What follows belongs to an exercise in optimizing a design on an open flow for small area and a short achievable clock period; a production flow would make more cautious choices.
At most, simulation tests tie the RTL to the original design; equivalence was not proved.
The flow treats the clock pin as an ideal source, which a real chip does not have.
Power figures rest on the tool's default switching activity, not on a simulated workload.

the reference run:
==> flow/design.v <==
module sync_fifo
(
input               clk,
input               rst_n,
input               wen,
input   [15:0]      data_in,
output              full,
input               ren,
output  [15:0]      data_out,
output              empty
);
reg  [3:0]  wr_hi, wr_lo;
reg  [15:0] rd_oh;
reg         full_r;      
reg         nempty_r;    
reg         nfull_i;     
reg         empty_i;     
reg  [15:0] mem [0:15];
reg  [15:0] data_out_r;
assign full     = full_r;
assign empty    = ~nempty_r;
assign data_out = data_out_r;
wire push = wen & nfull_i;
wire pop  = ren & ~empty_i;
wire [15:0] wr_oh;
genvar i;
generate
    for (i = 0; i < 16; i = i + 1) begin : sel
        assign wr_oh[i] = wr_hi[i/4] & wr_lo[i%4];
    end
endgenerate
wire [3:0]  wr_lo1 = {wr_lo[2:0], wr_lo[3]};
wire [3:0]  wr_hi1 = {wr_hi[2:0], wr_hi[3]};
wire [15:0] wr_oh1 = {wr_oh[14:0], wr_oh[15]};
wire [15:0] rd_oh1 = {rd_oh[14:0], rd_oh[15]};
wire        last_word  = |(rd_oh1 & wr_oh);
wire        last_space = |(wr_oh1 & rd_oh);
always @(posedge clk or negedge rst_n)
begin
    if (!rst_n) begin
        wr_hi    <= 4'd1;
        wr_lo    <= 4'd1;
        rd_oh    <= 16'd1;
        full_r   <= 1'b0;
        nempty_r <= 1'b0;
        nfull_i  <= 1'b1;
        empty_i  <= 1'b1;
    end else begin
        if (push & wr_lo[3]) wr_hi <= wr_hi1;
        if (push)            wr_lo <= wr_lo1;
        if (pop)             rd_oh <= rd_oh1;
        if (push) begin
            nempty_r <= 1'b1;
            empty_i  <= 1'b0;
        end else if (pop) begin
            nempty_r <= ~last_word;
            empty_i  <= last_word;
        end
        if (pop) begin
            full_r  <= 1'b0;
            nfull_i <= 1'b1;
        end else if (push) begin
            full_r  <= last_space;
            nfull_i <= ~last_space;
        end
    end
end
reg [15:0] rd_word;
integer k;
always @*
begin
    rd_word = 16'd0;
    for (k = 0; k < 16; k = k + 1)
        rd_word = rd_word | (mem[k] & {16{rd_oh[k]}});
end
generate
    for (i = 0; i < 16; i = i + 1) begin : row
        always @(posedge clk)
            if (wr_oh[i] & nfull_i)
                mem[i] <= data_in;
    end
endgenerate
always @(posedge clk)
    if (pop)
        data_out_r <= rd_word;
endmodule
==> flow/config.mk <==
export PLATFORM = sky130hd
export DESIGN_NAME = sync_fifo
export DESIGN_NICKNAME = sync_fifo
export VERILOG_FILES = /design/flow/design.v
export SDC_FILE = /design/flow/constraint.sdc
export NUM_CORES = 4
export LEC_CHECK = 0
export CAP_MARGIN = 20
export CORE_MARGIN = 2
export CORE_UTILIZATION = 55
export CTS_CLUSTER_DIAMETER = 100
export CTS_CLUSTER_SIZE = 30
export SETUP_SLACK_MARGIN = 1.8
export SLEW_MARGIN = 20
==> flow/constraint.sdc <==
create_clock -name core_clock -period 3.5 [get_ports {clk}]
set_input_delay 0.7000 -clock core_clock [delete_from_list [all_inputs] [get_ports {clk}]]
set_output_delay 0.7000 -clock core_clock [all_outputs]
set_load 0.01 [all_outputs]
standard.sh (not shown) runs the stock make flow with config.mk's settings and CLKGATE_MAP_FILE= SYNTH_SCRIPT=/design/flow/synth_recipe.tcl, a recipe that flattens the netlist after the stock synthesis.
==> flow/flow/run.sh <==
#!/bin/bash
# The standard layout (the standard.sh: standard synthesis, floorplan,
# placement, CTS, routing, finish) with one change, made by a hook at the end
# of the CTS step (post_cts.tcl):
# - the clock tree's upper levels are replaced by CLOCK_ROOTS buffers fed
#   straight from the clock port, each driving the nearest leaf buffers, so
#   the registers get their clock through two buffers, all at the same time;
set -euo pipefail
here=$(pwd)
export POST_CTS_TCL="$here/flow/post_cts.tcl"
export CLOCK_ROOTS=3
export EARLY_REGS="rd_oh* wr_hi* wr_lo*"
bash standard.sh > "$here/standard.log" 2>&1
Other scripts of this flow, unchanged in this note and not shown: flow/flow/post_cts.tcl
Changes in the trial run relative to the reference run:
==> flow/design.v <==
module sync_fifo
(
input               clk,
input               rst_n,
input               wen,
input   [15:0]      data_in,
output              full,
input               ren,
output  [15:0]      data_out,
output              empty
);
reg  [3:0]  wr_hi, wr_lo;
reg  [15:0] rd_oh;
reg         full_r;
reg         nempty_r;
reg  [15:0] mem [0:15];
reg  [15:0] data_out_r;
assign full     = full_r;
assign empty    = ~nempty_r;
assign data_out = data_out_r;
wire push = wen & ~full_r;
wire pop  = ren & nempty_r;
wire [15:0] wr_oh;
genvar i;
generate
    for (i = 0; i < 16; i = i + 1) begin : sel
        assign wr_oh[i] = wr_hi[i/4] & wr_lo[i%4];
    end
endgenerate
wire [3:0]  wr_lo1 = {wr_lo[2:0], wr_lo[3]};
wire [3:0]  wr_hi1 = {wr_hi[2:0], wr_hi[3]};
wire [15:0] wr_oh1 = {wr_oh[14:0], wr_oh[15]};
wire [15:0] rd_oh1 = {rd_oh[14:0], rd_oh[15]};
wire [3:0]  rd_lo  = rd_oh[3:0] | rd_oh[7:4] | rd_oh[11:8] | rd_oh[15:12];
wire        last_word  = |(rd_oh1 & wr_oh);
wire        last_space = |(wr_oh1 & rd_oh);
always @(posedge clk or negedge rst_n)
begin
    if (!rst_n) begin
        wr_hi    <= 4'd1;
        wr_lo    <= 4'd1;
        rd_oh    <= 16'd1;
        full_r   <= 1'b0;
        nempty_r <= 1'b0;
    end else begin
        if (push & wr_lo[3])
            wr_hi <= wr_hi1;
        if (push)
            wr_lo <= (last_space & ~pop) ? 4'd0 : wr_lo1;
        else if (pop & full_r)
            wr_lo <= rd_lo;
        if (pop)  rd_oh <= rd_oh1;
        if (push)
            nempty_r <= 1'b1;
        else if (pop)
            nempty_r <= ~last_word;
        if (pop)
            full_r <= 1'b0;
        else if (push)
            full_r <= last_space;
    end
end
reg [15:0] rd_word;
integer k;
always @*
begin
    rd_word = 16'd0;
    for (k = 0; k < 16; k = k + 1)
        rd_word = rd_word | (mem[k] & {16{rd_oh[k]}});
end
generate
    for (i = 0; i < 16; i = i + 1) begin : row
        always @(posedge clk)
            if (wr_oh[i])
                mem[i] <= data_in;
    end
endgenerate
always @(posedge clk)
    if (pop)
        data_out_r <= rd_word;
endmodule
[summary]
- The sum of routed wire length over all layers reported for the trial run is greater than that of the reference run by about 1%.
- In the trial run relative to the reference run, total power draw had gone down slightly.
- On sequential cell count, the lower figure sits with the trial run, not the reference run.
- Of the trial run and the reference run, the reference run shows the lower routability congestion estimate, with the trial run above it.
- Re register-to-register setup slack: the trial run and the reference run aren't equal, and the lower value belongs to the reference run.
- The trial run finished every stage and its layout cleared the timing, design-rule and antenna checks.
Function not checked in the reference run: the RTL went through the layout flow alone.

## re-timing with driven ports
The flow's constraints put no driver on any port. The routed layouts listed below were extracted and timed again, unchanged, in two steps. Step 1: set_driving_cell puts a clkbuf_16 on clk and a buf_2 on each other input, an assumption about the parent block. Step 2 moves the port delays by t, midway between the first and last clock arrival at a register: inputs arrive t later, outputs are due t later. That takes back most of the time a late clock gives input paths. a / b / c = ideal / step 1 / step 2; a / b = the first two.
| run | shift t [ns] | setup slack, ns | latest minus earliest clock arrival (ns) | slew at the worst register clock pin (ns) | worst slew at a driven data input, ns |
|---|---|---|---|---|---|
| the reference run | 0.341 | 1.817 / 1.794 / 1.753 | 0.179 / 0.178 | 0.11 / 0.11 | 0.04 |
| the trial run | 0.336 | 1.851 / 1.760 / 1.703 | 0.174 / 0.174 | 0.11 / 0.11 | 0.05 |
After both steps setup and hold are still met in every run listed. The setup slack of the trial run, which loses most, moves by -0.091 ns with the drivers and by -0.148 ns with both steps.
